From an optimization exercise on the open Yosys and OpenROAD flow, aimed at small area; shortcuts taken in it are not production practice.
The RTL was checked by simulation tests, not by an equivalence proof against the original design.
Power figures rest on the tool's default switching activity, not on a simulated workload.

--- flow/flow/run.sh ---
#!/bin/bash
# Layout flow: the standard ORFS flow (standard.sh) with three changes:
#  - ABC maps with an area-recovering script (flow/abc_area.script) and
#    Yosys does not pre-extract adders (ABC maps the logic itself);
#  - ports are buffered with the smallest buffer, sky130_fd_sc_hd__buf_1;
#  - CTS does not add dummy clock loads.
# Each tool's output stays in orfs/logs; make's output goes to standard.log.
set -euo pipefail
HERE=$(pwd)
rm -rf "$HERE/orfs_scripts"
cp -r "$FLOW_HOME/scripts" "$HERE/orfs_scripts"
cp "$HERE/flow/abc_area.script" "$HERE/orfs_scripts/abc_area.script"
export SCRIPTS_DIR="$HERE/orfs_scripts"
export ADDER_MAP_FILE=
export BUFFER_PORTS_ARGS="-buffer_cell sky130_fd_sc_hd__buf_1"
export CTS_ARGS="-sink_clustering_enable -repair_clock_nets -dont_use_dummy_load"
bash standard.sh > standard.log 2>&1
--- flow/flow/abc_area.script ---
strash
dc2
&get -n
&dch
&nf -R 1000
&put
--- flow/standard.sh ---
#!/bin/bash
# synth_recipe.tcl (not shown) runs the flow's synth.tcl, then flattens the netlist and writes it again
# the make line also repeats each setting of config.mk as NAME=value (left out here)
make -C /OpenROAD-flow-scripts/flow DESIGN_CONFIG=/design/flow/config.mk WORK_HOME=/design/flow/orfs CLKGATE_MAP_FILE= SYNTH_SCRIPT=/design/flow/synth_recipe.tcl "${@:-finish}"
--- flow/config.mk ---
export PLATFORM = sky130hd
export DESIGN_NAME = top_module
export DESIGN_NICKNAME = top_module
export VERILOG_FILES = /design/flow/design.v
export SDC_FILE = /design/flow/constraint.sdc
export NUM_CORES = 4
export LEC_CHECK = 0
export ABC_AREA = 1
export CAP_MARGIN = 20
export CORE_MARGIN = 2
export CORE_UTILIZATION = 40
export SLEW_MARGIN = 20
--- flow/constraint.sdc ---
create_clock -name core_clock -period 6.0 [get_ports {clk}]
set_input_delay 1.2000 -clock core_clock [delete_from_list [all_inputs] [get_ports {clk}]]
set_output_delay 1.2000 -clock core_clock [all_outputs]
set_load 0.01 [all_outputs]
--- flow/design.v ---
module debouncer #(parameter TIMER_COUNT = 10) (input clk, input reset, input btnI, output stroke);
    reg a, b;            
    reg [3:0] r;         
    localparam [3:0] POL = 4'b1010, START = 4'b1011;
    wire [3:0] q = r ^ POL;
    wire D   = b & ~a;
    wire m   = btnI ^ D;
    wire c10 = q[0] & ~q[1] & q[2];
    wire e   = m & c10;
    reg f;
    always @(*) case ({q[0], q[1], q[3]})
        3'b000: f = 1; 3'b001: f = 0; 3'b010: f = 0; 3'b011: f = 1;
        3'b100: f = 1; 3'b101: f = 1; 3'b110: f = 1; default: f = 0;
    endcase
    wire [3:0] qn = m ? {q[2:0], f} : START;
    assign stroke = a & ~b;
    always @(posedge clk or posedge reset)
        if (reset) begin a <= 0; b <= 0; r <= START ^ POL; end
        else begin
            a <= b & (a | e);
            b <= ~a & (b | e);
            r <= qn ^ POL;
        end
endmodule
module code_detection(
    input               clk,
    input               reset,
    input               sR,
    input               sL,
    input               sU,
    input               sD,
    input               sw,
    output      [6:0]   SSG_D,
    output      [2:0]   SSG_EN
    );
    parameter TIMEOUT_COUNT = 200;    
    localparam [1:0] ENTER = 2'd0;
    localparam [1:0] ERR   = 2'd1;
    localparam [1:0] SUCC  = 2'd2;
    localparam [1:0] FAIL  = 2'd3;
    reg [1:0] mode;
    reg [2:0] cnt;           
    reg [1:0] att;           
    reg       was_succ;      
    reg       showE;         
    reg [7:0] timer;
    wire pressed = sR | sL | sU | sD;
    wire multi   = (sR & (sL | sU | sD)) | (sL & (sU | sD)) | (sU & sD);
    wire [1:0] step = cnt[1:0];
    wire idle    = (mode == ENTER) && (step == 2'd0);
    reg  key;
    always @(*) begin
        case (step)
            2'd0:    key = sw ? sD : sU;
            2'd1,
            2'd2:    key = sw ? sR : sL;
            default: key = sw ? sL : sR;
        endcase
    end
    wire good    = key & ~multi;
    wire [2:0] ncnt = cnt + {2'd0, pressed};
    wire hit4    = (mode == ERR) && (ncnt == 3'd4);
    wire timeout = !idle && !timer[1] && !timer[2] && !timer[3] &&
                   timer[5] && timer[6] && !timer[7];
    always @(posedge clk) begin
        if (idle || mode == SUCC)
            timer <= 8'd0;
        else
            timer <= {~timer[6:0], timer[7] ^ (timer[3] & ~timer[0])};
    end
    always @(posedge clk or posedge reset) begin
        if (reset) begin
            mode     <= ENTER;
            cnt      <= 3'd0;
            att      <= 2'd0;
            was_succ <= 1'b0;
            showE    <= 1'b0;
        end else begin
            cnt      <= (idle && !pressed) ? 3'd0 : ncnt;
            was_succ <= (mode == SUCC);
            showE    <= (mode == FAIL) || hit4;
            if (hit4) att <= {att[0], 1'b1};
            if (timeout)
                mode <= FAIL;
            else case (mode)
                ENTER: if (pressed) begin
                           if (!good)
                               mode <= ERR;
                           else if (step == 2'd3)
                               mode <= SUCC;
                       end
                ERR:   if (hit4) mode <= att[1] ? FAIL : ENTER;
                default: ;
            endcase
        end
    end
    wire dispE = showE | (idle & att[0]);
    assign SSG_D  = {~(was_succ | dispE), 1'b0, was_succ, 1'b0, dispE, dispE, 1'b0};
    assign SSG_EN = 3'b111;
endmodule
module top_module(
    input               clk,
    input               reset,
    input               btnR,
    input               btnL,
    input               btnU,
    input               btnD,
    input               sw,
    output      [6:0]   SSG_D,
    output      [2:0]   SSG_EN
);
parameter   TIMEOUT_COUNT   = 200;
parameter   TIMER_COUNT     = 10;
wire sR, sL, sU, sD;
code_detection #(
   .TIMEOUT_COUNT  (TIMEOUT_COUNT)
) uut (
    .clk        (clk),
    .reset      (reset),
    .sR         (sR),
    .sL         (sL),
    .sU         (sU),
    .sD         (sD),
    .sw         (sw),
    .SSG_D      (SSG_D),
    .SSG_EN     (SSG_EN)
);
debouncer #(.TIMER_COUNT(TIMER_COUNT)) uut1 (.clk(clk), .reset(reset), .btnI(btnR), .stroke(sR));
debouncer #(.TIMER_COUNT(TIMER_COUNT)) uut2 (.clk(clk), .reset(reset), .btnI(btnL), .stroke(sL));
debouncer #(.TIMER_COUNT(TIMER_COUNT)) uut3 (.clk(clk), .reset(reset), .btnI(btnU), .stroke(sU));
debouncer #(.TIMER_COUNT(TIMER_COUNT)) uut4 (.clk(clk), .reset(reset), .btnI(btnD), .stroke(sD));
endmodule
==> impl_results.md, run 1 <==
* Status: timing/DRC/antenna clean
* YS warnings at 2
* P per Cell Area at between 500 and 600 nW/um^2
* Root Driver: clkbuf_8
* Clk sinks at a little over 40
* First-pass GRT wire length at about 4.7 mm
* Initial DRC Count at 73
* Synth cell types at 29
* Final setup viols at 0
* Via count of the first global-routing pass at roughly 1100
* Hold depth at 1
* Worst Path Buf+Inv at 1
* Grt total ovfl at 0
* Combinational fraction of design power at 0.306
* IO Count at 17
* Synthesized cell area at between 1500 and 2000 sq um
* Post-DP HPWL at between 1.5 and 2 mm
* Kind of critical path: register to output pin
* Pre-Repair DR Iteration Count at 4
* Worst Setup Start Kind: register
* Worst reg-to-reg path cell count at 9
* Worst reg2reg endpoint: uut.mode[0]
* Die Area at between 4000 and 5000 sq um
* Initial antenna violation count at 0
* Htree depth at 2
* Hold slack at 0.3842 ns
* CP max stage delay at ~0.61 ns
* Register area share after synthesis at 0.5836
* HP Class: register to register
* Power share of the sequential group at 0.527
* Worst clock skew at roughly 0.014 ns
* Buffers on Ports at 10
* R2r setup slk at ~3.4 ns
* Vias at around 1100
* CTS tree: built
* Routed vias/inst at around 5.0
* Max-slew violation count at 0
* # DRC at 0
* Pre-CTS WS at ~3.1 ns
* Area of the multi-input gates at about 640 sq um
* Initial Utilization at 0.4214
* TritonCTS buffer count at 5
* P&R area growth vs syn at 6.853%
* Final nets at ~180
* Final ANT Viol Nets at 0
* Setup Buffers After CTS at 0
* Die H at 69.15 um
* Worst rel slew slack at 0.4917
* Cell Int Power at 0.6036 mW
* Final min period at 2.935 ns
* Cell count after synthesis at between 150 and 200
* Worst-path clk slew at roughly 0.07 ns
* Crit. End Element: output pin
* Final WS setup at 3.065 ns
* Core ar. at approximately 4000 sq um
* Hold Vio Cnt, Final at 0
* Routability cong. at 0.8202
* Synth Register Bits at 41
* Hold EP: uut.timer[5]
* Share of cells above drive strength 1 at 0.05882
* Switching power at 0.3324 mW
* Critical R2R Launch: uut4.b
* Hold_buf cts at 0
* Final Util at 0.4503
* Clock latency (worst-skew pair) at about 0.29 ns
* Critical path's top delay family: simple AND/OR/NAND/NOR gates
* WL per Instance at around 12 um
* Slew at the pin closest to its max-slew limit at between 0.7 and 0.8 ns
* CP max-delay cell: nor4_1
* Fmax at ~340 MHz
* Final WL at ~2.6 mm
* Clock share of power at 0.166
* Die width at ~70 um
* Worst endpoint data arrival time at around 1.7 ns
* Largest net degree at the start of global routing at 34
* Switch share at 0.3551
* Hold Crit Start: uut.timer[4]
* Fin Setup TNS at 0 ns
* Required @ worst endpoint at between 4 and 5 ns
* RSZ-0062 raised after global routing: false
* Rows at 23
* Worst-path cell chain: nor4_1 -> a21o_1 -> nor2_1 -> buf_1
* Leakage at roughly 0.8 nW
* FF+latch area at ~1000 sq um
* Buffer depth of the longest clock path at 2
* # fillers at slightly below 400
* Total Routing Usage GR at 0.1250
* Post-CTS Resized at 0
* Period utilization at 0.4892
* Avg Cell Area, Syn at around 11 sq um
* VDD IR-drop max at 199.2 uV
* Maxcap violations at 0
* Crit path max fanout at 6
* Ant. Diodes at 0
[worst register-to-register path, stage by stage, from the launching register on]
cell and delay [ns]:
dfrtp_1 0.36, clkinv_1 0.10, nand2_1 0.10, nand2_1 0.07
or3_1 0.40, nand3_1 0.14, xor2_1 0.09, nor4b_1 0.69
a211oi_1 0.18, mux2_1 0.36
[layer usage]
layer | routed length [um] | GRT usage | vias to the layer above
met1 | 1157 | 0.1326 | 523
met2 | 1325 | 0.2083 | 16
met5 | 0 | 0 | -
li1 | - | - | 544
met4 | 55 | 0.09150 | 0
met3 | 79 | 0.03801 | 6
[cells in the final DEF (no fill, tap or decap), types with 6 or more instances in the layout]
cell type	instances
nor2_1	29
xor2_1	6
nand2_1	6
dfxtp_1	8
conb_1	6
nand2b_1	7
buf_1	10
dfrtp_1	29
[power by group through the flow]
stage	logic (mW)	clock network, mW	registers [mW]
after floorplan	0.247	0	0.474
after global placement	0.270	0	0.487
after detailed placement	0.290	0	0.498
after CTS	0.292	0.162	0.492
after global routing	0.329	0.177	0.512
final	0.287	0.156	0.494
[sequential cells by signal (all words and copies together) (netlist names), 2 cells and up]
name       cells
uut2.r         4
uut3.r         4
uut.mode       2
uut.timer      8
uut1.r         4
uut4.r         4
uut.att        2
uut.cnt        3
[cell families (layout without fill, tap and decap cells)]
family,Yosys count,after routing,synth area share
simple gates,66,66,0.1901
other cells,2,6,0.004423
xor+xnor,9,9,0.04643
compound gates,23,23,0.08621
fa+ha+maj,4,4,0.02358
mux,3,3,0.01916
buf+inv,12,18,0.04642
flops,41,41,0.5836
[synthesized netlist by cell type]
cell type	instances	area, sq um
o21a_1	3	22.52
nor4_1	1	6.260
o21ai_0	5	25.02
xor2_1	6	52.55
dfxtp_1	8	160.2
nor4b_1	2	17.52
conb_1	2	7.510
dfstp_2	4	105.1
dfrtp_1	29	725.7
a211oi_1	2	15.01
or3_1	4	25.02
nor2_1	29	108.9
nand2b_1	7	43.79
or4b_1	1	10.01
xnor2_1	3	26.28
maj3_1	4	40.04
buf_4	9	67.56
or2_0	2	12.51
a21oi_1	5	25.02
a31oi_1	1	6.260
nand3_1	5	25.02
nand2_1	6	22.52
mux2_1	2	22.52
o31ai_1	4	30.03
clkinv_1	3	11.26
a21o_1	3	22.52
nor2b_1	5	31.28
nor3_1	4	20.02
mux2i_1	1	10.01
[worst max-delay path by stage]
stage	from	endpoint	slack (ns)	depth (start not counted)
after CTS	uut.cnt[0]	SSG_D[6]	3.06	4
final	uut.cnt[0]	SSG_D[6]	3.06	4
after detailed placement	sw	uut.mode[0]	3.08	8
after global routing	uut.cnt[0]	SSG_D[6]	2.93	4
after floorplan	sw	uut.mode[0]	3.43	6
after global placement	sw	uut.mode[0]	3.20	8
[metrics by stage]
step,instance area (sq um),instances,power [mW]
after floorplan,1713,164,0.7212
after global placement,1745,215,0.7577
after detailed placement,1745,215,0.7879
after CTS,1814,220,0.9459
after global routing,1814,220,1.018
final,1814,220,0.9360
[final cells by class]
class,instances,share of cell area
multi-input combinational,111,0.3545
inverter,3,0.006207
clock buffer,5,0.03793
tap,50,0.03448
timing repair buffer,10,0.02069
sequential,41,0.5462
==> inputs of run 2 (changes only) <==
--- a/flow/flow/run.sh
+++ b/flow/flow/run.sh
@@ -13,5 +13,5 @@
 export SCRIPTS_DIR="$HERE/orfs_scripts"
 export ADDER_MAP_FILE=
 export BUFFER_PORTS_ARGS="-buffer_cell sky130_fd_sc_hd__buf_1"
-export CTS_ARGS="-sink_clustering_enable -repair_clock_nets -dont_use_dummy_load"
+export CTS_ARGS="-sink_clustering_enable -sink_clustering_size 50 -sink_clustering_max_diameter 500 -repair_clock_nets -dont_use_dummy_load"
 bash standard.sh > standard.log 2>&1
==> run 2 against run 1 <==
Compared with the run above: highest routed layer unchanged; combinational power about the same; register-to-register slack about the same; setup slack unchanged; critical path depth unchanged; area after synthesis unchanged; cell area unchanged; die area unchanged; wire length unchanged; critical path type unchanged.
==> impl_results.md, run 2 <==
* Status: timing/DRC/antenna clean (unchanged)
* Final WL at 2.617 mm (unchanged)
* Post-CTS Resized at 0 (unchanged)
* Crit. End Element: output pin (unchanged)
* Final Util at 0.4503 (unchanged)
* Worst reg-to-reg path cell count at 9 (unchanged)
* Die Area at 4782 sq um (unchanged)
* Crit path max fanout at 6 (unchanged)
* CTS tree: built (unchanged)
* Routability cong. at 0.8202 (unchanged)
* Hold Vio Cnt, Final at 0 (unchanged)
* Clk sinks at 41 (unchanged)
* YS warnings at 2 (unchanged)
* Die width at 69.15 um (unchanged)
* Required @ worst endpoint at 4.80 ns (about the same)
* Period utilization at 0.4892 (unchanged)
* Fin Setup TNS at 0 ns (unchanged)
* Final min period at 2.935 ns (unchanged)
* Initial DRC Count at 73 (unchanged)
* Kind of critical path: register to output pin (unchanged)
* Worst endpoint data arrival time at 1.74 ns (about the same)
* Ys async rst share at 0.8049 (unchanged)
* Rows at 23 (unchanged)
* Core ar. at 4029 sq um (unchanged)
* Synth top area share at 0.4274 (unchanged)
* TritonCTS buffer count at 5 (unchanged)
* Final setup viols at 0 (unchanged)
* Finished Layout Cells at 220 (unchanged)
* Largest net degree at the start of global routing at 34 (unchanged)
* Hold depth at 1 (unchanged)
* Worst-path clk slew at 0.07 ns (about the same)
* Worst Setup Start Kind: register (unchanged)
* Final ANT Viol Nets at 0 (unchanged)
* Via count of the first global-routing pass at 1131 (unchanged)
* Hold_buf cts at 0 (unchanged)
* Slew at the pin closest to its max-slew limit at 0.7518 ns (unchanged)
* Top cells by count, synth: 29 x dfrtp_1, 29 x nor2_1, 9 x buf_4 (unchanged)
* Post-DP HPWL at 1.938 mm (unchanged)
* RSZ-0062 raised after global routing: false (unchanged)
* Synth Register Bits at 41 (unchanged)
* Cell count after synthesis at 160 (unchanged)
* Pre-Repair DR Iteration Count at 4 (unchanged)
* Area contributors post-synth: dfrtp_1 43%, dfxtp_1 9.4%, nor2_1 6.4% (unchanged)
* Total Routing Usage GR at 0.1250 (unchanged)
* Met3 Usage GRT at 0.03801 (unchanged)
* Buffer depth of the longest clock path at 2 (unchanged)
* Top cell type by total area after synthesis: dfrtp_1 (unchanged)
* Avg Cell Area, Syn at 10.61 sq um (unchanged)
* P&R area growth vs syn at 6.853% (unchanged)
* IO Count at 17 (unchanged)
* Worst clock skew at 0.01377 ns (unchanged)
* Busiest grt layer: met2 (unchanged)
* HP Class: register to register (unchanged)
* Synthesized cell area at 1698 sq um (unchanged)
* Grt total ovfl at 0 (unchanged)
* Routing usage on met2 at 0.2083 (unchanged)
* DP Area at 1745 sq um (unchanged)
* Pre-CTS WS at 3.081 ns (unchanged)
* P per Cell Area at 515.9 nW/um^2 (unchanged)
* Max-slew violation count at 0 (unchanged)
* Leakage at 0.8097 nW (unchanged)
* Number of flops mapped to enable cells by yosys at 0 (unchanged)
* Register area share after synthesis at 0.5836 (unchanged)
* Clock latency (worst-skew pair) at 0.29 ns (about the same)
* Ant. Diodes at 0 (unchanged)
* Share of cells above drive strength 1 at 0.05882 (unchanged)
* Biggest register: uut.timer (unchanged)
* Largest register FFs at 8 (unchanged)
* Initial Utilization at 0.4214 (unchanged)
* Top FF cell, synth: dfrtp_1 (unchanged)
* Die H at 69.15 um (unchanged)
* Final WS setup at 3.065 ns (unchanged)
* Maxcap violations at 0 (unchanged)
* Cells after DPL at 215 (unchanged)
* Met1 global-route usage at 0.1326 (unchanged)
* Buffers on Ports at 10 (unchanged)
* VDD IR-drop max at 199.2 uV (unchanged)
* Root Driver: clkbuf_8 (unchanged)
* First-pass GRT wire length at 4.657 mm (unchanged)
* # DRC at 0 (unchanged)
* Final nets at 179 (unchanged)
* WL per Instance at 11.90 um (unchanged)
* Setup Buffers After CTS at 0 (unchanged)
* Final instance area at 1814 sq um (unchanged)
* Worst rel slew slack at 0.4917 (unchanged)
* Routed vias/inst at 4.950 (unchanged)
* Final Power at 0.9360 mW (unchanged)
* Hold slack at 0.3842 ns (unchanged)
* Initial antenna violation count at 0 (unchanged)
* Most frequent cells in the layout: 29 x nor2_1, 29 x dfrtp_1, 10 x buf_1 (unchanged)
* Fmax at 340.7 MHz (unchanged)
* Htree depth at 2 (unchanged)
* Synth cell types at 29 (unchanged)
* Vias at 1089 (unchanged)
[run 2: worst max-delay path, stage by stage (launching register included)]
cell and delay, ns:
dfrtp_1 0.44, nor4_1 0.61, a21o_1 0.24, nor2_1 0.04
buf_1 0.12
[run 2: worst paths after layout]
| path | startpoint | endpoint | slack (ns) |
|---|---|---|---|
| min in group asynchronous | reset | uut.cnt[1] | 0.99 |
| setup / recovery | uut.cnt[0] | SSG_D[6] | 3.06 |
| hold / removal | uut.timer[4] | uut.timer[5] | 0.38 |
| setup reg to reg | uut4.b | uut.mode[0] | 3.38 |
| hold reg to reg | uut.timer[4] | uut.timer[5] | 0.38 |
| max in group asynchronous | reset | uut.cnt[2] | 4.58 |
[run 2: where the power goes]
group          switching (mW)  internal, mW  total, mW  leakage [nW]
Clock                  0.0807        0.0748      0.156        0.0359
Sequential             0.0894         0.404      0.494         0.482
Combinational           0.162         0.125      0.287         0.292
[run 2: routing by layer]
layer / up-vias / share of wire
li1: 544 / -
met1: 523 / 0.44
met2: 16 / 0.51
met3: 6 / 0.030
met4: 0 / 0.021
met5: - / 0
[run 2: kinds of logic (layout without fill, tap and decap cells)]
family | after synthesis | after routing | synth area share
AO/OA/AOI/OAI | 23 | 23 | 0.08621
AND/OR/NAND/NOR | 66 | 66 | 0.1901
flip-flops | 41 | 41 | 0.5836
buffers and inverters | 12 | 18 | 0.04642
adder cells (fa/ha/maj) | 4 | 4 | 0.02358
multiplexers | 3 | 3 | 0.01916
other | 2 | 6 | 0.004423
XOR/XNOR | 9 | 9 | 0.04643
[run 2: layout make-up]
class	count	area [sq um]
Timing Repair Buffer	10	37.54
Clock buffer	5	68.82
Tap cell	50	62.56
Sequential cell	41	991.0
Multi-Input combinational cell	111	643.1
Fill cell	397	2215
Inverter	3	11.26
==> inputs of run 3 (changes only) <==
--- a/flow/flow/run.sh
+++ b/flow/flow/run.sh
@@ -13,5 +13,5 @@
 export SCRIPTS_DIR="$HERE/orfs_scripts"
 export ADDER_MAP_FILE=
 export BUFFER_PORTS_ARGS="-buffer_cell sky130_fd_sc_hd__buf_1"
-export CTS_ARGS="-sink_clustering_enable -sink_clustering_size 50 -sink_clustering_max_diameter 500 -repair_clock_nets -dont_use_dummy_load"
+export CTS_ARGS="-root_buf sky130_fd_sc_hd__clkbuf_4 -buf_list sky130_fd_sc_hd__clkbuf_4 -sink_clustering_enable -sink_clustering_size 50 -sink_clustering_max_diameter 500 -repair_clock_nets -dont_use_dummy_load"
 bash standard.sh > standard.log 2>&1
==> run 3 against run 2 <==
Compared with the run above: core utilization is 0.78 points lower; fmax is 2.1% lower; cell area is 1.7% lower; global-route usage is 0.062 points higher; critical path depth stayed put; still clean on timing, DRC and antenna; combinational power hardly changed; sequential share of layout area is 0.96 points higher; clock skew is 0.0095 ns higher; highest routed layer unchanged; power is 4.3% lower; setup slack worse by 0.061 ns; cell count stayed put; critical path type unchanged; via count is 0.64% lower; largest power group unchanged.
==> impl_results.md, run 3 <==
* Crit path max fanout at 6 (unchanged)
* Synth Register Bits at 41 (unchanged)
* Routed vias/inst at 4.918 (was 4.950)
* Maxcap violations at 0 (unchanged)
* Final WS setup at 3.003 ns (was 3.065 ns)
* Met3 Routed Length at 116 um (was 79 um)
* Hold depth at 1 (unchanged)
* Routability cong. at 0.8202 (unchanged)
* Worst reg-to-reg path cell count at 9 (unchanged)
* Worst reg2reg endpoint: uut.mode[0] (unchanged)
* Status: timing/DRC/antenna clean (unchanged)
* Crit. End Element: output pin (unchanged)
* Hold_buf cts at 0 (unchanged)
* Synth cell types at 29 (unchanged)
* Initial Utilization at 0.4214 (unchanged)
* Vias at 1082 (was 1089)
* YS warnings at 2 (unchanged)
* DR WL met2 at 1.298 mm (was 1.325 mm)
* Hold Crit Start: uut.timer[4] (unchanged)
* Post-CTS Resized at 0 (unchanged)
* Leakage at 0.7967 nW (was 0.8097 nW)
* First-pass GRT wire length at 4.650 mm (was 4.657 mm)
* Hold Vio Cnt, Final at 0 (unchanged)
* Die H at 69.15 um (unchanged)
* Grt total ovfl at 0 (unchanged)
* Critical R2R Launch: uut4.b (unchanged)
* Synthesized cell area at 1698 sq um (unchanged)
* Total Routing Usage GR at 0.1256 (was 0.1250)
* Worst clock skew at 0.02331 ns (was 0.01377 ns)
* P per Cell Area at 502.6 nW/um^2 (was 515.9 nW/um^2)
* VDD IR-drop max at 196.2 uV (was 199.2 uV)
* Worst rel slew slack at 0.4925 (was 0.4917)
* Worst Setup Start Kind: register (unchanged)
* Register area share after synthesis at 0.5836 (unchanged)
* Largest net degree at the start of global routing at 34 (unchanged)
* Buffer depth of the longest clock path at 2 (unchanged)
* Period utilization at 0.4994 (was 0.4892)
* Avg Cell Area, Syn at 10.61 sq um (unchanged)
* Largest register FFs at 8 (unchanged)
* Share of cells above drive strength 1 at 0.05882 (unchanged)
* Ys async rst share at 0.8049 (unchanged)
* Rows at 23 (unchanged)
* Setup Buffers After CTS at 0 (unchanged)
* Slew at the pin closest to its max-slew limit at 0.7507 ns (was 0.7518 ns)
* Top cells by count, synth: 29 x dfrtp_1, 29 x nor2_1, 9 x buf_4 (unchanged)
* Core ar. at 4029 sq um (unchanged)
* Final nets at 179 (unchanged)
* Area contributors post-synth: dfrtp_1 43%, dfxtp_1 9.4%, nor2_1 6.4% (unchanged)
* # fillers at 398 (was 397)
* P&R area growth vs syn at 5.011% (was 6.853%)
* Final setup viols at 0 (unchanged)
* Hold EP: uut.timer[5] (unchanged)
* WL met1 at 1.130 mm (was 1.157 mm)
* HP Class: register to register (unchanged)
* R2r setup slk at 3.39 ns (was 3.38 ns)
* # DRC at 0 (unchanged)
* Htree depth at 2 (unchanged)
* TritonCTS buffer count at 5 (unchanged)
* Initial DRC Count at 91 (was 73)
* Final WL at 2.610 mm (was 2.617 mm)
* Pre-CTS WS at 3.081 ns (unchanged)
* Top cell type by total area after synthesis: dfrtp_1 (unchanged)
* Fmax at 333.7 MHz (was 340.7 MHz)
* Initial antenna violation count at 0 (unchanged)
* Required @ worst endpoint at 4.80 ns (about the same)
* IO Count at 17 (unchanged)
* Number of flops mapped to enable cells by yosys at 0 (unchanged)
* Final ANT Viol Nets at 0 (unchanged)
* Pre-Repair DR Iteration Count at 4 (unchanged)
* Biggest register: uut.timer (unchanged)
* RSZ-0062 raised after global routing: false (unchanged)
* WL per Instance at 11.86 um (was 11.90 um)
* Via count of the first global-routing pass at 1121 (was 1131)
* Clock latency (worst-skew pair) at 0.34 ns (was 0.29 ns)
* Top FF cell, synth: dfrtp_1 (unchanged)
* Max-slew violation count at 0 (unchanged)
* Ant. Diodes at 0 (unchanged)
* Post-DP HPWL at 1.938 mm (unchanged)
* Top Layer Used: met4 (unchanged)
* Worst-path clk slew at 0.11 ns (was 0.07 ns)
* Cell count after synthesis at 160 (unchanged)
* Root Driver: clkbuf_4 (was clkbuf_8)
* Die Area at 4782 sq um (unchanged)
* Buffers on Ports at 10 (unchanged)
* Die width at 69.15 um (unchanged)
* Worst endpoint data arrival time at 1.80 ns (was 1.74 ns)
* Most frequent cells in the layout: 29 x nor2_1, 29 x dfrtp_1, 10 x buf_1 (unchanged)
* Final min period at 2.997 ns (was 2.935 ns)
* CTS tree: built (unchanged)
* Fin Setup TNS at 0 ns (unchanged)
* Synth top area share at 0.4274 (unchanged)
* Kind of critical path: register to output pin (unchanged)
* Clk sinks at 41 (unchanged)
-- run 3: cell counts after synthesis --
No cell type changed its count.
-- run 3: final cells by class --
class | instances | area [sq um] | share of cell area
clock buffer | 5 | 37.54 | 0.02105
sequential | 41 | 991.0 | 0.5558
inverter | 3 | 11.26 | 0.006316
tap | 50 | 62.56 | 0.03509
multi-input combinational | 111 | 643.1 | 0.3607
timing repair buffer | 10 | 37.54 | 0.02105
-- run 3: metrics by stage --
step	hold WS [ns]	cells	instance area (sq um)	power [mW]	utilization
after floorplan	0.3682	164	1713	0.7212	-
after global placement	0.3734	215	1745	0.7577	0.4332
after detailed placement	0.3793	215	1745	0.7879	0.4332
after CTS	0.3956	220	1783	0.9057	0.4425
after global routing	0.4184	220	1783	0.9790	0.4425
final	0.3900	220	1783	0.8961	0.4425
-- run 3: kinds of logic (layout without fill, tap and decap cells) --
group / after synthesis / count (layout) / share of synthesized area
compound gates: 23 / 23 / 0.08621
mux: 3 / 3 / 0.01916
buf+inv: 12 / 18 / 0.04642
fa+ha+maj: 4 / 4 / 0.02358
xor+xnor: 9 / 9 / 0.04643
simple gates: 66 / 66 / 0.1901
other cells: 2 / 6 / 0.004423
flops: 41 / 41 / 0.5836
-- run 3: where the power goes --
| group | total (mW) | leakage [nW] | internal (mW) | switching, mW |
|---|---|---|---|---|
| Sequential | 0.493 | 0.482 | 0.403 | 0.0894 |
| Combinational | 0.287 | 0.292 | 0.125 | 0.162 |
| Clock | 0.116 | 0.0230 | 0.0392 | 0.0772 |
-- run 3: layer usage --
layer | vias up | global-route usage
li1 | 546 | -
met1 | 514 | 0.1326
met2 | 16 | 0.2073
met3 | 6 | 0.05556
met4 | 0 | 0.07190
met5 | - | 0
-- run 3: critical path: stages (launching register included) --
cell	delay, ns
dfrtp_1	0.45
nor4_1	0.60
a21o_1	0.24
nor2_1	0.04
buf_1	0.12
-- run 3: how the worst max path moves through the flow --
| stage | from | to | slack, ns | cells past startpoint |
|---|---|---|---|---|
| finish | uut.cnt[0] | SSG_D[6] | 3.00 | 4 |
| global route | uut.cnt[0] | SSG_D[6] | 2.84 | 4 |
| CTS | uut.cnt[0] | SSG_D[6] | 2.98 | 4 |
| detailed placement | sw | uut.mode[0] | 3.08 | 8 |
| floorplan | sw | uut.mode[0] | 3.43 | 6 |
| global placement | sw | uut.mode[0] | 3.20 | 8 |
==> inputs of run 4 (changes only) <==
--- a/flow/design.v
+++ b/flow/design.v
@@ -1,26 +1,49 @@
-module debouncer #(parameter TIMER_COUNT = 10) (input clk, input reset, input btnI, output stroke);
-    reg a, b;            
-    reg [3:0] r;         
-    localparam [3:0] POL = 4'b1010, START = 4'b1011;
-    wire [3:0] q = r ^ POL;
-    wire D   = b & ~a;
-    wire m   = btnI ^ D;
-    wire c10 = q[0] & ~q[1] & q[2];
-    wire e   = m & c10;
-    reg f;
-    always @(*) case ({q[0], q[1], q[3]})
-        3'b000: f = 1; 3'b001: f = 0; 3'b010: f = 0; 3'b011: f = 1;
-        3'b100: f = 1; 3'b101: f = 1; 3'b110: f = 1; default: f = 0;
-    endcase
-    wire [3:0] qn = m ? {q[2:0], f} : START;
-    assign stroke = a & ~b;
-    always @(posedge clk or posedge reset)
-        if (reset) begin a <= 0; b <= 0; r <= START ^ POL; end
-        else begin
-            a <= b & (a | e);
-            b <= ~a & (b | e);
-            r <= qn ^ POL;
+module debouncer #(parameter TIMER_COUNT = 10) (
+    input       clk,
+    input       reset,
+    input       btnI,
+    output      stroke
+);
+    localparam [3:0] N0 = 4'd12;
+    reg        db;
+    reg  [3:0] r;                  
+    wire [3:0] q   = r ^ N0;
+    wire m   = btnI ^ db;          
+    wire c10 = ~q[0] & q[1] & ~q[3];    
+    wire isF = ~q[0] & ~q[1] & ~q[2];    
+    reg  f;
+    always @(*) begin
+        case (q)
+        4'd0: f = 1'b1;
+        4'd1: f = 1'b1;
+        4'd2: f = 1'b0;
+        4'd3: f = 1'b1;
+        4'd4: f = 1'b1;
+        4'd5: f = 1'b1;
+        4'd6: f = 1'b0;
+        4'd7: f = 1'b1;
+        4'd8: f = 1'b1;
+        4'd9: f = 1'b1;
+        4'd10: f = 1'b1;
+        4'd11: f = 1'b0;
+        4'd12: f = 1'b1;
+        4'd13: f = 1'b0;
+        4'd14: f = 1'b1;
+        4'd15: f = 1'b0;
+        endcase
+    end
+    wire [3:0] qn = m ? ({q[2:0], f} ^ {1'b0, db & c10, 2'b00})
+                      : (N0 ^ {isF, 3'b000});
+    assign stroke = (~q[0] & ~q[1] & ~q[3]) | (~q[1] & ~q[2] & ~q[3]);
+    always @(posedge clk or posedge reset) begin
+        if (reset) begin
+            db <= 1'b0;
+            r  <= 4'd0;
+        end else begin
+            if (c10) db <= btnI;    
+            r  <= qn ^ N0;
         end
+    end
 endmodule
 module code_detection(
     input               clk,
==> flow/flow/run.sh (replaced) <==
#!/bin/bash
# Layout flow: the standard ORFS flow (standard.sh) with these changes:
#  - ABC maps with an area-recovering script (flow/abc_area.script) and
#    Yosys does not pre-extract adders (ABC maps the logic itself);
#  - ports are buffered with the smallest buffer, sky130_fd_sc_hd__buf_1;
#  - CTS uses clkbuf_4 and no dummy clock loads;
#  - tie cells are not duplicated per port (one TIEHI and one TIELO cell).
# Each tool's output stays in orfs/logs; make's output goes to standard.log.
set -euo pipefail
HERE=$(pwd)
rm -rf "$HERE/orfs_scripts"
cp -r "$FLOW_HOME/scripts" "$HERE/orfs_scripts"
cp "$HERE/flow/abc_area.script" "$HERE/orfs_scripts/abc_area.script"
export SCRIPTS_DIR="$HERE/orfs_scripts"
export ADDER_MAP_FILE=
export BUFFER_PORTS_ARGS="-buffer_cell sky130_fd_sc_hd__buf_1"
export SKIP_REPAIR_TIE_FANOUT=1
export CTS_ARGS="-root_buf sky130_fd_sc_hd__clkbuf_4 -buf_list sky130_fd_sc_hd__clkbuf_4 -sink_clustering_enable -sink_clustering_size 50 -sink_clustering_max_diameter 500 -repair_clock_nets -dont_use_dummy_load"
bash standard.sh > standard.log 2>&1
==> run 4 against run 3 <==
Compared with the run above: still clean on timing, DRC and antenna; wire length decreased by 6.7%; count of clock-buffer cells in the layout unchanged; setup slack improved by 0.061 ns; sequential power fell by 21%.
==> impl_results.md, run 4 <==
* Status: timing/DRC/antenna clean (unchanged)
* Final nets at 172 (was 179)
* Die width at 67.10 um (was 69.15 um)
* Worst endpoint data arrival time at 1.74 ns (was 1.80 ns)
* Kind of critical path: register to output pin (unchanged)
* Setup Buffers After CTS at 0 (unchanged)
* Final WL at 2.434 mm (was 2.610 mm)
* CTS tree: built (unchanged)
* # fillers at 382 (was 398)
* Most frequent cells in the layout: 29 x dfrtp_1, 24 x nor2_1, 10 x clkinv_1, 10 x buf_1 (was 29 x nor2_1, 29 x dfrtp_1, 10 x buf_1)
* Required @ worst endpoint at 4.80 ns (about the same)
* WL per Instance at 11.54 um (was 11.86 um)
* Final Util at 0.4435 (was 0.4425)
* Ant. Diodes at 0 (unchanged)
* Crit. Startpoint: uut.mode[1] (was uut.cnt[0])
* YS warnings at 2 (unchanged)
* Most common cell after layout, fill and taps aside: dfrtp_1
* Final instance area at 1660 sq um (was 1783 sq um)
* P per Cell Area at 460.0 nW/um^2 (was 502.6 nW/um^2)
* Initial Utilization at 0.4255 (was 0.4214)
* IO Count at 17 (unchanged)
* Final min period at 2.936 ns (was 2.997 ns)
* Buffer depth of the longest clock path at 2 (unchanged)
* P&R area growth vs syn at 4.242% (was 5.011%)
* Buffers on Ports at 10 (unchanged)
* Slew at the pin closest to its max-slew limit at 0.5973 ns (was 0.7507 ns)
* Cell with the most instances after synthesis: dfrtp_1
* Synth top area share at 0.4556 (was 0.4274)
* Fmax at 340.6 MHz (was 333.7 MHz)
* Number of flops mapped to enable cells by yosys at 0 (unchanged)
* TritonCTS buffer count at 5 (unchanged)
* VDD IR-drop max at 195.0 uV (was 196.2 uV)
* Clock latency (worst-skew pair) at 0.32 ns (was 0.34 ns)
* Top FF cell, synth: dfrtp_1 (unchanged)
* Hold Vio Cnt, Final at 0 (unchanged)
* Cells after DPL at 206 (was 215)
* Worst Setup Start Kind: register (unchanged)
* Total Routing Usage GR at 0.1319 (was 0.1256)
* Routability cong. at 0.8260 (was 0.8202)
* Largest register FFs at 8 (unchanged)
* Crit path max fanout at 6 (unchanged)
* Top cell type by total area after synthesis: dfrtp_1 (unchanged)
* Via count of the first global-routing pass at 1049 (was 1121)
* Rows at 22 (was 23)
* Maxcap violations at 0 (unchanged)
* Post-DP HPWL at 1.828 mm (was 1.938 mm)
* Worst-path clk slew at 0.10 ns (was 0.11 ns)
* Biggest register: uut.timer (unchanged)
* First-pass GRT wire length at 4.333 mm (was 4.650 mm)
* Initial antenna violation count at 0 (unchanged)
* Die Area at 4502 sq um (was 4782 sq um)
* Worst rel slew slack at 0.5962 (was 0.4925)
* DP Area at 1623 sq um (was 1745 sq um)
* Share of cells above drive strength 1 at 0.03681 (was 0.05882)
* Htree depth at 2 (unchanged)
* # DRC at 0 (unchanged)
* Hold Crit Start: uut.timer[4] (unchanged)
* Fin Setup TNS at 0 ns (unchanged)
* Final Power at 0.7638 mW (was 0.8961 mW)
* Post-CTS Resized at 0 (unchanged)
* RSZ-0062 raised after global routing: false (unchanged)
* Hold slack at 0.3935 ns (was 0.3900 ns)
* Synthesized cell area at 1593 sq um (was 1698 sq um)
* Area of the multi-input gates at 598.1 sq um (was 643.1 sq um)
* Finished Layout Cells at 211 (was 220)
* Hold_buf cts at 0 (unchanged)
* Vias at 1061 (was 1082)
* Clk sinks at 37 (was 41)
* Die H at 67.10 um (was 69.15 um)
* FF+latch area at 885.9 sq um (was 991.0 sq um)
* Largest net degree at the start of global routing at 30 (was 34)
* Pre-CTS WS at 3.405 ns (was 3.081 ns)
* HP Class: register to register (unchanged)
* Critical R2R Launch: uut2.r[0] (was uut4.b)
* Routed vias/inst at 5.028 (was 4.918)
* Period utilization at 0.4893 (was 0.4994)
* Root Driver: clkbuf_4 (unchanged)
* Core ar. at 3744 sq um (was 4029 sq um)
* Crit. End Element: output pin (unchanged)
* Ys async rst share at 0.7838 (was 0.8049)
* Avg Cell Area, Syn at 10.15 sq um (was 10.61 sq um)
* Register area share after synthesis at 0.5562 (was 0.5836)
* Final WS setup at 3.064 ns (was 3.003 ns)
* Leakage at 0.6814 nW (was 0.7967 nW)
* Grt total ovfl at 0 (unchanged)
* Worst clock skew at 0.01713 ns (was 0.02331 ns)
* Area contributors post-synth: dfrtp_1 46%, dfxtp_1 10%, nor2_1 5.7% (was dfrtp_1 43%, dfxtp_1 9.4%, nor2_1 6.4%)
* Final ANT Viol Nets at 0 (unchanged)
* Final setup viols at 0 (unchanged)
* Synth cell types at 33 (was 29)
* Synth Register Bits at 37 (was 41)
* Max-slew violation count at 0 (unchanged)
* Cell count after synthesis at 157 (was 160)
* Pre-Repair DR Iteration Count at 4 (unchanged)
* Top cells by count, synth: 29 x dfrtp_1, 24 x nor2_1, 11 x clkinv_1 (was 29 x dfrtp_1, 29 x nor2_1, 9 x buf_4)
* Initial DRC Count at 48 (was 91)
-- run 4: cell count changes after synthesis, moves of 3 or more --
cell,previous run,this run
clkinv_1,3,11
nand2b_1,7,1
and2_0,0,5
nor2_1,29,24
dfstp_2,4,0
maj3_1,4,0
o31ai_1,4,0
xor2_1,6,2
a21oi_1,5,8
nor3_1,4,1
o21ai_0,5,8
or3_1,4,1
xnor2_1,3,6
-- run 4: critical path, cell delays in order (launching register included) --
cell	delay [ns]
dfrtp_1	0.45
nor4_1	0.57
a21o_1	0.23
nor2_1	0.05
buf_1	0.12
-- run 4: final timing paths --
| kind | to | slack, ns | cells after the start |
|---|---|---|---|
| setup / recovery | SSG_D[6] | 3.06 | 4 |
| setup reg to reg | uut.mode[1] | 3.48 | 8 |
| hold / removal | uut.timer[5] | 0.39 | 1 |
| min in group asynchronous | uut2.db | 0.91 | 2 |
| max in group asynchronous | uut4.db | 4.69 | 2 |
| hold reg to reg | uut.timer[5] | 0.39 | 1 |
-- run 4: layer usage --
layer | up-vias | track usage | part of all wire
met4 | 0 | 0.05357 | 0.0074
li1 | 539 | - | -
met2 | 13 | 0.2116 | 0.49
met5 | - | 0 | 0
met3 | 2 | 0.04561 | 0.044
met1 | 507 | 0.1620 | 0.45
-- run 4: where the power goes --
group          switching [mW]  internal (mW)
Clock                  0.0690         0.0392
Combinational           0.150          0.117
Sequential             0.0612          0.327
Total                   0.281          0.483
-- run 4: kinds of logic after synthesis --
family,count (synthesis),synth area share
XOR/XNOR,8,0.04399
AO/OA/AOI/OAI,34,0.1398
flip-flops,37,0.5562
other,2,0.004715
multiplexers,3,0.02121
AND/OR/NAND/NOR,53,0.1658
buffers and inverters,20,0.06834
-- run 4: cell type report --
cell class              instances  share of cell area
flip-flops and latches         37              0.5335
clock buffers                   5             0.02261
repair buffers                 10             0.02261
multi-input cells             100              0.3602
inverters                      11             0.02487
well taps                      48             0.03617
==> inputs of run 5 (changes only) <==
--- a/flow/design.v
+++ b/flow/design.v
@@ -59,17 +59,18 @@
     parameter TIMEOUT_COUNT = 200;    
     localparam [1:0] ENTER = 2'd0;
     localparam [1:0] ERR   = 2'd1;
-    localparam [1:0] SUCC  = 2'd2;
-    localparam [1:0] FAIL  = 2'd3;
+    localparam [1:0] SUCC  = 2'd3;
+    localparam [1:0] FAIL  = 2'd2;
     reg [1:0] mode;
-    reg [2:0] cnt;           
-    reg [1:0] att;           
-    reg       was_succ;      
-    reg       showE;         
+    reg [1:0] cnt10;         
+    reg       cnt2;          
+    wire [2:0] cnt = {cnt2, cnt10};
+    reg [1:0] att;
     reg [7:0] timer;
     wire pressed = sR | sL | sU | sD;
     wire multi   = (sR & (sL | sU | sD)) | (sL & (sU | sD)) | (sU & sD);
     wire [1:0] step = cnt[1:0];
+    wire locked  = (mode == SUCC) || (mode == FAIL);
     wire idle    = (mode == ENTER) && (step == 2'd0);
     reg  key;
     always @(*) begin
@@ -85,40 +86,47 @@
     wire hit4    = (mode == ERR) && (ncnt == 3'd4);
     wire timeout = !idle && !timer[1] && !timer[2] && !timer[3] &&
                    timer[5] && timer[6] && !timer[7];
+    reg [1:0] nmode;
+    always @(*) begin
+        nmode = mode;
+        if (timeout)
+            nmode = FAIL;
+        else case (mode)
+            ENTER: if (pressed) begin
+                       if (!good)
+                           nmode = ERR;
+                       else if (step == 2'd3)
+                           nmode = SUCC;
+                   end
+            ERR:   if (hit4) nmode = att[1] ? FAIL : ENTER;
+            default: ;
+        endcase
+    end
     always @(posedge clk) begin
         if (idle || mode == SUCC)
             timer <= 8'd0;
         else
             timer <= {~timer[6:0], timer[7] ^ (timer[3] & ~timer[0])};
     end
+    always @(posedge clk)
+        cnt2 <= !(idle && !pressed) && ncnt[2];
     always @(posedge clk or posedge reset) begin
         if (reset) begin
             mode     <= ENTER;
-            cnt      <= 3'd0;
+            cnt10    <= 2'd0;
             att      <= 2'd0;
-            was_succ <= 1'b0;
-            showE    <= 1'b0;
         end else begin
-            cnt      <= (idle && !pressed) ? 3'd0 : ncnt;
-            was_succ <= (mode == SUCC);
-            showE    <= (mode == FAIL) || hit4;
-            if (hit4) att <= {att[0], 1'b1};
-            if (timeout)
-                mode <= FAIL;
-            else case (mode)
-                ENTER: if (pressed) begin
-                           if (!good)
-                               mode <= ERR;
-                           else if (step == 2'd3)
-                               mode <= SUCC;
-                       end
-                ERR:   if (hit4) mode <= att[1] ? FAIL : ENTER;
-                default: ;
-            endcase
+            mode     <= nmode;
+            cnt10    <= (idle && !pressed) ? 2'd0 : ncnt[1:0];
+            if (nmode == SUCC || nmode == FAIL)
+                att <= {mode == FAIL || hit4, mode == SUCC};
+            else if (hit4)
+                att <= {att[0], 1'b1};
         end
     end
-    wire dispE = showE | (idle & att[0]);
-    assign SSG_D  = {~(was_succ | dispE), 1'b0, was_succ, 1'b0, dispE, dispE, 1'b0};
+    wire disp9 = locked & att[0];
+    wire dispE = (locked & att[1]) | (idle & att[0]);
+    assign SSG_D  = {~(disp9 | dispE), 1'b0, disp9, 1'b0, dispE, dispE, 1'b0};
     assign SSG_EN = 3'b111;
 endmodule
 module top_module(
--- a/flow/config.mk
+++ b/flow/config.mk
@@ -8,5 +8,5 @@
 export ABC_AREA = 1
 export CAP_MARGIN = 20
 export CORE_MARGIN = 2
-export CORE_UTILIZATION = 40
+export CORE_UTILIZATION = 75
 export SLEW_MARGIN = 20
==> run 5 against run 4 <==
Compared with the run above: still clean; wire length decreased by 0.78%; cell count decreased by 8.5%; power decreased by 6.4%; synthesized cell count increased by 1.9%; setup slack improved by 0.30 ns; area after synthesis decreased by 3.8%; first-iteration DRC count decreased by 67%; critical path depth decreased by 1; cell area decreased by 5.2%; critical path type unchanged; largest cell class unchanged.
==> impl_results.md, run 5 <==
* Initial antenna violation count at 0 (unchanged)
* # DRC at 0 (unchanged)
* Hold Crit Start: uut.timer[4] (unchanged)
* Biggest register: uut.timer (unchanged)
* Synth Register Bits at 35 (was 37)
* Vias at 1077 (was 1061)
* Register area share after synthesis at 0.5420 (was 0.5562)
* Worst reg-to-reg path cell count at 9 (was 8)
* Worst reg2reg endpoint: uut.att[0] (was uut.mode[1])
* Routability cong. at 0.8019 (was 0.8260)
* Maxcap violations at 0 (unchanged)
* Hold Vio Cnt, Final at 0 (unchanged)
* Final min period at 2.640 ns (was 2.936 ns)
* Pre-Repair DR Iteration Count at 4 (unchanged)
* Avg Cell Area, Syn at 9.580 sq um (was 10.15 sq um)
* First-pass GRT wire length at 4.429 mm (was 4.333 mm)
* Setup Buffers After CTS at 0 (unchanged)
* Required @ worst endpoint at 4.80 ns (about the same)
* Crit path max fanout at 4 (was 6)
* Hold slack at 0.3995 ns (was 0.3935 ns)
* Root Driver: clkbuf_4 (unchanged)
* Top FF cell, synth: dfrtp_1 (unchanged)
* Status: timing/DRC/antenna clean (unchanged)
* Die H at 49.21 um (was 67.10 um)
* Largest net degree at the start of global routing at 27 (was 30)
* Cells after DPL at 188 (was 206)
* Top cell type by total area after synthesis: dfrtp_1 (unchanged)
* Post-DP HPWL at 1.821 mm (was 1.828 mm)
* Post-CTS Resized at 0 (unchanged)
* Worst Setup Start Kind: register (unchanged)
* Synth top area share at 0.4245 (was 0.4556)
* TritonCTS buffer count at 5 (unchanged)
* Final instance area at 1574 sq um (was 1660 sq um)
* Hold EP: uut.timer[5] (unchanged)
* Number of flops mapped to enable cells by yosys at 0 (unchanged)
* Routed vias/inst at 5.580 (was 5.028)
* Worst-path clk slew at 0.09 ns (was 0.10 ns)
* Hold_buf cts at 0 (unchanged)
* Final Util at 0.8106 (was 0.4435)
* Final nets at 175 (was 172)
* Pre-CTS WS at 3.302 ns (was 3.405 ns)
* Via count of the first global-routing pass at 1107 (was 1049)
* # fillers at 140 (was 382)
* RSZ-0062 raised after global routing: false (unchanged)
* Top cells by count, synth: 27 x nor2_1, 26 x dfrtp_1, 11 x nand2_1, 11 x o21ai_0 (was 29 x dfrtp_1, 24 x nor2_1, 11 x clkinv_1)
* Crit. End Element: output pin (unchanged)
* IO Count at 17 (unchanged)
* Worst clock skew at 0.01186 ns (was 0.01713 ns)
* Cell with the most instances after synthesis: nor2_1 (was dfrtp_1)
* Period utilization at 0.4400 (was 0.4893)
* R2r setup slk at 3.54 ns (was 3.48 ns)
* Fmax at 378.8 MHz (was 340.6 MHz)
* WL per Instance at 12.51 um (was 11.54 um)
* Final WS setup at 3.360 ns (was 3.064 ns)
* Share of cells above drive strength 1 at 0.03012 (was 0.03681)
* Leakage at 0.6581 nW (was 0.6814 nW)
* Slew at the pin closest to its max-slew limit at 0.8862 ns (was 0.5973 ns)
* DP Area at 1536 sq um (was 1623 sq um)
* Finished Layout Cells at 193 (was 211)
* Final setup viols at 0 (unchanged)
* Rows at 16 (was 22)
* Critical R2R Launch: uut1.r[2] (was uut2.r[0])
* Buffers on Ports at 10 (unchanged)
* Total Routing Usage GR at 0.2428 (was 0.1319)
* Clk sinks at 35 (was 37)
* Final ANT Viol Nets at 0 (unchanged)
* Hold depth at 1 (unchanged)
* Htree depth at 2 (unchanged)
* Final Power at 0.7147 mW (was 0.7638 mW)
* HP Class: register to register (unchanged)
* Most common cell after layout, fill and taps aside: nor2_1 (was dfrtp_1)
* Area contributors post-synth: dfrtp_1 42%, dfxtp_1 12%, nor2_1 6.6% (was dfrtp_1 46%, dfxtp_1 10%, nor2_1 5.7%)
* Final WL at 2.415 mm (was 2.434 mm)
* P per Cell Area at 454.1 nW/um^2 (was 460.0 nW/um^2)
* Synthesized cell area at 1533 sq um (was 1593 sq um)
* Die Area at 2421 sq um (was 4502 sq um)
* Ant. Diodes at 0 (unchanged)
* Fin Setup TNS at 0 ns (unchanged)
* Most frequent cells in the layout: 27 x nor2_1, 26 x dfrtp_1, 11 x o21ai_0, 11 x nand2_1, 10 x buf_1 (was 29 x dfrtp_1, 24 x nor2_1, 10 x clkinv_1, 10 x buf_1)
* YS warnings at 2 (unchanged)
* Die width at 49.21 um (was 67.10 um)
* Max-slew violation count at 0 (unchanged)
* Clock latency (worst-skew pair) at 0.32 ns (about the same)
* Largest register FFs at 8 (unchanged)
* CTS tree: built (unchanged)
* Worst endpoint data arrival time at 1.44 ns (was 1.74 ns)
* Initial Utilization at 0.7893 (was 0.4255)
* P&R area growth vs syn at 2.694% (was 4.242%)
* Synth cell types at 27 (was 33)
* VDD IR-drop max at 368.1 uV (was 195.0 uV)
* Kind of critical path: register to output pin (unchanged)
* Ys async rst share at 0.7429 (was 0.7838)
* Grt total ovfl at 0 (unchanged)
* Core ar. at 1942 sq um (was 3744 sq um)
* Worst rel slew slack at 0.4056 (was 0.5962)
* Buffer depth of the longest clock path at 2 (unchanged)
* Cell count after synthesis at 160 (was 157)
* Initial DRC Count at 16 (was 48)
[run 5: layout make-up]
type | count | area [sq um] | area share
inverters | 8 | 30.03 | 0.01908
clock buffers | 5 | 37.54 | 0.02385
flip-flops and latches | 35 | 830.8 | 0.5278
multi-input cells | 108 | 604.3 | 0.3839
repair buffers | 10 | 37.54 | 0.02385
well taps | 27 | 33.78 | 0.02146
[run 5: worst max path at each step]
stage / from / endpoint / depth (start not counted)
2_1_floorplan: sw / uut.att[0] / 11
3_3_place_gp: sw / uut.att[0] / 12
3_5_place_dp: sw / uut.att[0] / 12
4_1_cts: uut.cnt10[0] / SSG_D[2] / 3
5_1_grt: uut.mode[1] / SSG_D[6] / 4
6_report: uut.cnt10[0] / SSG_D[2] / 3
[run 5: cells by family after synthesis]
group	count (synthesis)	synth area share
and+or+nand+nor	65	0.1976
AOI/OAI and AO/OA	31	0.1306
DFF	35	0.5420
xor gates and xnor gates	7	0.04000
adders and majority gates	1	0.006531
buffers and inverters	17	0.06367
muxes	2	0.01469
other	2	0.004900
[run 5: critical path, stage by stage (launching register included)]
cell and delay, ns:
dfrtp_1 0.42, nor2_1 0.25, a32o_1 0.26, buf_1 0.18
[run 5: metal layers]
metal	vias to the layer above	wire, um	track usage
met1	506	1059	0.2767
met2	22	1216	0.4212
met4	0	44	0.1143
met5	-	0	0
met3	6	94	0.06442
li1	543	-	-
[run 5: power breakdown]
part / total [mW] / internal (mW) / switching (mW)
clock network: 0.102 / 0.0391 / 0.0632
logic: 0.240 / 0.102 / 0.138
registers: 0.373 / 0.313 / 0.0593
total: 0.715 / 0.454 / 0.261
==> inputs of run 6 (changes only) <==
--- a/flow/config.mk
+++ b/flow/config.mk
@@ -8,5 +8,5 @@
 export ABC_AREA = 1
 export CAP_MARGIN = 20
 export CORE_MARGIN = 2
-export CORE_UTILIZATION = 75
+export CORE_UTILIZATION = 40
 export SLEW_MARGIN = 20
==> run 6 against run 5 <==
Compared with the run above: sequential power about the same; still clean on timing, DRC and antenna; setup slack worse by 0.037 ns; sequential cell count unchanged; clock skew up 0.016 ns; via count up 0.19%; core utilization down 37 points; global-route usage down 11 points.
==> impl_results.md, run 6 <==
* Top FF cell, synth: dfrtp_1 (unchanged)
* YS warnings at 2 (unchanged)
* IO Count at 17 (unchanged)
* Htree depth at 2 (unchanged)
* Slew at the pin closest to its max-slew limit at 0.9111 ns (was 0.8862 ns)
* Clock latency (worst-skew pair) at 0.33 ns (was 0.32 ns)
* Grt total ovfl at 0 (unchanged)
* Final ANT Viol Nets at 0 (unchanged)
* Hold Vio Cnt, Final at 0 (unchanged)
* Routed vias/inst at 5.042 (was 5.580)
* HP Class: register to register (unchanged)
* RSZ-0062 raised after global routing: false (unchanged)
* Number of flops mapped to enable cells by yosys at 0 (unchanged)
* Largest register FFs at 8 (unchanged)
* Initial Utilization at 0.4187 (was 0.7893)
* WL per Instance at 11.39 um (was 12.51 um)
* Maxcap violations at 0 (unchanged)
* Final WL at 2.437 mm (was 2.415 mm)
* Cell with the most instances after synthesis: nor2_1 (unchanged)
* Leakage at 0.6581 nW (unchanged)
* Cell Int Power at 0.4538 mW (about the same)
* Switch share at 0.3632 (was 0.3651)
* Die width at 65.90 um (was 49.21 um)
* Kind of critical path: register to output pin (unchanged)
* Via count of the first global-routing pass at 1098 (was 1107)
* DP Area at 1563 sq um (was 1536 sq um)
* Die Area at 4343 sq um (was 2421 sq um)
* Period utilization at 0.4462 (was 0.4400)
* # DRC at 0 (unchanged)
* Crit. End Element: output pin (unchanged)
* Post-DP HPWL at 1.850 mm (was 1.821 mm)
* Setup Buffers After CTS at 0 (unchanged)
* Max-slew violation count at 0 (unchanged)
* Total Routing Usage GR at 0.1358 (was 0.2428)
* Required @ worst endpoint at 4.80 ns (about the same)
* Status: timing/DRC/antenna clean (unchanged)
* Final min period at 2.677 ns (was 2.640 ns)
* Vias at 1079 (was 1077)
* Synth cell types at 27 (unchanged)
* Clock share of power at 0.148 (was 0.143)
* First-pass GRT wire length at 4.485 mm (was 4.429 mm)
* Pre-Repair DR Iteration Count at 4 (unchanged)
* Final instance area at 1600 sq um (was 1574 sq um)
* Combinational fraction of design power at 0.332 (was 0.336)
* Crit path max fanout at 4 (unchanged)
* P per Cell Area at 445.3 nW/um^2 (was 454.1 nW/um^2)
* Synth top area share at 0.4245 (unchanged)
* Ant. Diodes at 0 (unchanged)
* Routability cong. at 0.7208 (was 0.8019)
* Clk sinks at 35 (unchanged)
* Worst rel slew slack at 0.3889 (was 0.4056)
* Register area share after synthesis at 0.5420 (unchanged)
* Die H at 65.90 um (was 49.21 um)
* Switching power at 0.2588 mW (was 0.2609 mW)
* Buffers on Ports at 10 (unchanged)
* Final nets at 175 (unchanged)
* Worst clock skew at 0.02810 ns (was 0.01186 ns)
* Final setup viols at 0 (unchanged)
* Power share of the sequential group at 0.520 (was 0.521)
* Initial antenna violation count at 0 (unchanged)
* Most frequent cells in the layout: 27 x nor2_1, 26 x dfrtp_1, 11 x o21ai_0, 11 x nand2_1, 10 x buf_1 (unchanged)
* Buffer depth of the longest clock path at 2 (unchanged)
* Post-CTS Resized at 0 (unchanged)
* Initial DRC Count at 25 (was 16)
* CTS tree: built (unchanged)
* TritonCTS buffer count at 5 (unchanged)
* Largest net degree at the start of global routing at 27 (unchanged)
* Rows at 22 (was 16)
* Share of cells above drive strength 1 at 0.03012 (unchanged)
* Worst endpoint data arrival time at 1.48 ns (was 1.44 ns)
* Root Driver: clkbuf_4 (unchanged)
* Fmax at 373.5 MHz (was 378.8 MHz)
* Avg Cell Area, Syn at 9.580 sq um (unchanged)
* Worst Setup Start Kind: register (unchanged)
* Area contributors post-synth: dfrtp_1 42%, dfxtp_1 12%, nor2_1 6.6% (unchanged)
* Biggest register: uut.timer (unchanged)
* P&R area growth vs syn at 4.408% (was 2.694%)
* Cell count after synthesis at 160 (unchanged)
* VDD IR-drop max at 171.4 uV (was 368.1 uV)
* Fin Setup TNS at 0 ns (unchanged)
* Core ar. at 3661 sq um (was 1942 sq um)
* Worst-path clk slew at 0.11 ns (was 0.09 ns)
* Synthesized cell area at 1533 sq um (unchanged)
* Top cell type by total area after synthesis: dfrtp_1 (unchanged)
* Synth Register Bits at 35 (unchanged)
* Ys async rst share at 0.7429 (unchanged)
* Hold_buf cts at 0 (unchanged)
* Most common cell after layout, fill and taps aside: nor2_1 (unchanged)
* Top cells by count, synth: 27 x nor2_1, 26 x dfrtp_1, 11 x nand2_1, 11 x o21ai_0 (unchanged)
-- run 6: cell families (layout without fill, tap and decap cells) --
kind of cell | after synthesis | after routing | share of synthesized area
other | 2 | 2 | 0.004900
adders and majority gates | 1 | 1 | 0.006531
buffers and inverters | 17 | 23 | 0.06367
muxes | 2 | 2 | 0.01469
and+or+nand+nor | 65 | 65 | 0.1976
AOI/OAI and AO/OA | 31 | 31 | 0.1306
DFF | 35 | 35 | 0.5420
xor gates and xnor gates | 7 | 7 | 0.04000
-- run 6: layout make-up --
| cell class | instances | area, sq um |
|---|---|---|
| fill | 350 | 2061 |
| sequential | 35 | 830.8 |
| multi-input combinational | 108 | 604.3 |
| tap | 48 | 60.06 |
| clock buffer | 5 | 37.54 |
| timing repair buffer | 10 | 37.54 |
| inverter | 8 | 30.03 |
-- run 6: stage by stage --
stage	std cells	power [mW]	util	hold WS, ns	setup slack [ns]
final	214	0.7126	0.4371	0.3889	3.323
after global routing	214	0.7804	0.4371	0.4203	3.217
after CTS	214	0.7233	0.4371	0.3950	3.303
after detailed placement	209	0.6153	0.4269	0.3786	3.273
after global placement	209	0.5963	0.4269	0.3696	3.374
after floorplan	160	0.5613	-	0.3682	3.651
-- run 6: path summary, 6_finish.rpt --
path,start,endpoint,slack (ns),cells after the start
min,uut.timer[4],uut.timer[5],0.39,1
max,uut.cnt10[0],SSG_D[2],3.32,3
min reg2reg,uut.timer[4],uut.timer[5],0.39,1
min in group asynchronous,reset,uut1.r[3],0.91,2
max in group asynchronous,reset,uut1.db,4.63,2
max reg2reg,uut4.r[0],uut.att[0],3.58,10
-- run 6: worst max-delay path: stages, from the launching register on --
cell,delay [ns]
dfrtp_1,0.43
nor2_1,0.28
a32o_1,0.26
buf_1,0.17
-- run 6: power groups by stage --
stage / logic, mW / registers (mW) / clock network [mW]
finish: 0.236 / 0.371 / 0.106
global route: 0.276 / 0.381 / 0.123
CTS: 0.241 / 0.370 / 0.112
detailed placement: 0.240 / 0.375 / 0
global placement: 0.226 / 0.370 / 0
floorplan: 0.199 / 0.362 / 0
-- run 6: routing by layer --
| metal | GRT usage | routed length (um) | vias to the layer above |
|---|---|---|---|
| li1 | - | - | 547 |
| met1 | 0.1491 | 1139 | 512 |
| met5 | 0 | 0 | - |
| met2 | 0.2323 | 1166 | 13 |
| met3 | 0.04770 | 83 | 7 |
| met4 | 0.06510 | 48 | 0 |
==> inputs of run 7 (changes only) <==
--- a/flow/design.v
+++ b/flow/design.v
@@ -68,20 +68,15 @@
     reg [1:0] att;
     reg [7:0] timer;
     wire pressed = sR | sL | sU | sD;
-    wire multi   = (sR & (sL | sU | sD)) | (sL & (sU | sD)) | (sU & sD);
     wire [1:0] step = cnt[1:0];
     wire locked  = (mode == SUCC) || (mode == FAIL);
     wire idle    = (mode == ENTER) && (step == 2'd0);
-    reg  key;
-    always @(*) begin
-        case (step)
-            2'd0:    key = sw ? sD : sU;
-            2'd1,
-            2'd2:    key = sw ? sR : sL;
-            default: key = sw ? sL : sR;
-        endcase
-    end
-    wire good    = key & ~multi;
+    wire s0 = (step == 2'd0), s3 = (step == 2'd3), s12 = !s0 && !s3;
+    wire eU = s0 & ~sw, eD = s0 & sw;
+    wire eL = (s12 & ~sw) | (s3 & sw);
+    wire eR = (s12 & sw) | (s3 & ~sw);
+    wire wrong   = (sR & ~eR) | (sL & ~eL) | (sU & ~eU) | (sD & ~eD);
+    wire good    = ~wrong;
     wire [2:0] ncnt = cnt + {2'd0, pressed};
     wire hit4    = (mode == ERR) && (ncnt == 3'd4);
     wire timeout = !idle && !timer[1] && !timer[2] && !timer[3] &&
==> flow/flow/abc_area.script (replaced) <==
strash
dc2
&get -n
&dc2
&dch
&nf -R 1000
&put
==> run 7 against run 6 <==
Compared with the run above: first-iteration DRC count is 64% higher; clock skew is 0.019 ns lower; global-route usage is 0.24 points lower; clock power hardly changed; worst hold slack better by 0.011 ns; die area is 0.93% higher; fmax is 11% lower; largest power group unchanged; via count is 5.1% lower; sequential share of layout area is 0.48 points lower; non-clock buffer count stayed put; area after synthesis is 0.98% higher.
==> impl_results.md, run 7 <==
* Setup Buffers After CTS at 0 (unchanged)
* Top FF cell, synth: dfrtp_1 (unchanged)
* # fillers at 358 (was 350)
* Hold slack at 0.3998 ns (was 0.3889 ns)
* Buffer depth of the longest clock path at 2 (unchanged)
* Cell count after synthesis at 155 (was 160)
* CTS tree: built (unchanged)
* Fin Setup TNS at 0 ns (unchanged)
* Worst Setup Start Kind: register (unchanged)
* Final Util at 0.4379 (was 0.4371)
* Hold_buf cts at 0 (unchanged)
* Final min period at 3.007 ns (was 2.677 ns)
* Avg Cell Area, Syn at 9.985 sq um (was 9.580 sq um)
* R2r setup slk at 3.34 ns (was 3.58 ns)
* Post-CTS Resized at 0 (unchanged)
* Total Routing Usage GR at 0.1334 (was 0.1358)
* HP Class: register to register (unchanged)
* Worst-path clk slew at 0.10 ns (was 0.11 ns)
* Largest register FFs at 8 (unchanged)
* Fmax at 332.5 MHz (was 373.5 MHz)
* IO Count at 17 (unchanged)
* Vias at 1024 (was 1079)
* YS warnings at 2 (unchanged)
* Required @ worst endpoint at 4.80 ns (about the same)
* Via count of the first global-routing pass at 1079 (was 1098)
* Share of cells above drive strength 1 at 0.03106 (was 0.03012)
* Worst rel slew slack at 0.3917 (was 0.3889)
* Clock latency (worst-skew pair) at 0.32 ns (was 0.33 ns)
* VDD IR-drop max at 157.1 uV (was 171.4 uV)
* Max-slew violation count at 0 (unchanged)
* Crit. End Element: output pin (unchanged)
* Routed vias/inst at 4.900 (was 5.042)
* P&R area growth vs syn at 4.365% (was 4.408%)
* Routability cong. at 0.8238 (was 0.7208)
* Initial DRC Count at 41 (was 25)
* Post-DP HPWL at 1.830 mm (was 1.850 mm)
* Area contributors post-synth: dfrtp_1 42%, dfxtp_1 12%, buf_4 4.4% (was dfrtp_1 42%, dfxtp_1 12%, nor2_1 6.6%)
* CP max-delay cell: nor4_1 (was dfrtp_1)
* Htree depth at 2 (unchanged)
* Die Area at 4383 sq um (was 4343 sq um)
* P per Cell Area at 456.0 nW/um^2 (was 445.3 nW/um^2)
* Cell with the most instances after synthesis: dfrtp_1 (was nor2_1)
* Biggest register: uut.timer (unchanged)
* Synth Register Bits at 35 (unchanged)
* Die width at 66.21 um (was 65.90 um)
* Grt total ovfl at 0 (unchanged)
* Final WL at 2.465 mm (was 2.437 mm)
* Status: timing/DRC/antenna clean (unchanged)
* Kind of critical path: register to output pin (unchanged)
* Die H at 66.21 um (was 65.90 um)
* DP Area at 1578 sq um (was 1563 sq um)
* Final ANT Viol Nets at 0 (unchanged)
* Ys async rst share at 0.7429 (unchanged)
* Core ar. at 3689 sq um (was 3661 sq um)
* Synth cell types at 31 (was 27)
* Final instance area at 1615 sq um (was 1600 sq um)
* Final Power at 0.7365 mW (was 0.7126 mW)
* Rows at 22 (unchanged)
* WL per Instance at 11.79 um (was 11.39 um)
* Final nets at 170 (was 175)
* Worst Path Buf+Inv at 1 (unchanged)
* CP max stage delay at 0.58 ns (was 0.43 ns)
* Number of flops mapped to enable cells by yosys at 0 (unchanged)
* First-pass GRT wire length at 4.436 mm (was 4.485 mm)
* Critical path's top delay family: simple AND/OR/NAND/NOR gates (was flip-flops)
* Synth top area share at 0.4204 (was 0.4245)
* Largest net degree at the start of global routing at 27 (unchanged)
* Ant. Diodes at 0 (unchanged)
* Maxcap violations at 0 (unchanged)
* Root Driver: clkbuf_4 (unchanged)
* Most frequent cells in the layout: 26 x dfrtp_1, 15 x nor2_1, 10 x clkinv_1, 10 x buf_1 (was 27 x nor2_1, 26 x dfrtp_1, 11 x o21ai_0, 11 x nand2_1, 10 x buf_1)
run 7: cell types whose count changed in the layout (fill, tap and decap cells not counted), moves of 3 or more:
cell | previous run | this run
nor2_1 | 27 | 15
o21ai_0 | 11 | 5
nor2b_1 | 3 | 8
nand2b_1 | 1 | 5
a21o_1 | 0 | 3
and2_0 | 8 | 5
nand2_1 | 11 | 8
nand3b_1 | 0 | 3
nor3_1 | 7 | 4
nor3b_1 | 0 | 3
xnor2_1 | 4 | 7
run 7: logic make-up after synthesis:
logic type | synth area share
compound gates | 0.1180
flops | 0.5368
simple gates | 0.2069
buf+inv | 0.06791
xor+xnor | 0.05093
other cells | 0.004852
mux | 0.01455
run 7: area by class of cell:
| class | instances | area [sq um] | area share |
|---|---|---|---|
| Sequential cell | 35 | 830.8 | 0.5143 |
| Multi-Input combinational cell | 101 | 611.8 | 0.3788 |
| Tap cell | 48 | 60.06 | 0.03718 |
| Clock buffer | 5 | 37.54 | 0.02324 |
| Timing Repair Buffer | 10 | 37.54 | 0.02324 |
| Inverter | 10 | 37.54 | 0.02324 |
run 7: worst register-to-register path: stages, from the launching register on:
cell	delay (ns)
dfrtp_1	0.42
nor2b_1	0.15
nor3b_1	0.35
nor3_1	0.18
or2_0	0.31
xor2_1	0.18
nor4_1	0.57
a21oi_1	0.14
a21oi_1	0.20
a21o_1	0.11
run 7: per-layer routing:
layer,global-route usage,wire length (um),vias to the layer above
li1,-,-,523
met1,0.1527,1132,484
met2,0.2263,1189,12
met3,0.04089,97,5
met4,0.06122,44,0
met5,0,0,-
run 7: path summary, 6_finish.rpt:
check / start / end / cells past startpoint
max: uut.cnt10[0] / SSG_D[6] / 5
min: uut.timer[4] / uut.timer[5] / 1
max reg2reg: uut2.r[0] / uut.att[1] / 9
min reg2reg: uut.timer[4] / uut.timer[5] / 1
max in group asynchronous: reset / uut3.r[3] / 2
min in group asynchronous: reset / uut4.r[2] / 2
run 7: report_power, final:
part | total (mW) | switching (mW) | internal [mW]
clock | 0.106 | 0.0669 | 0.0391
sequential | 0.382 | 0.0675 | 0.314
combinational | 0.249 | 0.128 | 0.121
run 7: stage by stage:
step / setup slack (ns) / std cells
after floorplan: 3.490 / 155
after global placement: 3.204 / 204
after detailed placement: 3.064 / 204
after CTS: 2.955 / 209
after global routing: 2.756 / 209
final: 2.993 / 209

Setup slack of run 7, layout unchanged: 2.993 ns with ideal ports, 2.970 ns with driving cells assumed (clock clkbuf_16, inputs buf_2), 3.051 ns with port delays also shifted by the 0.342 ns mid clock arrival.
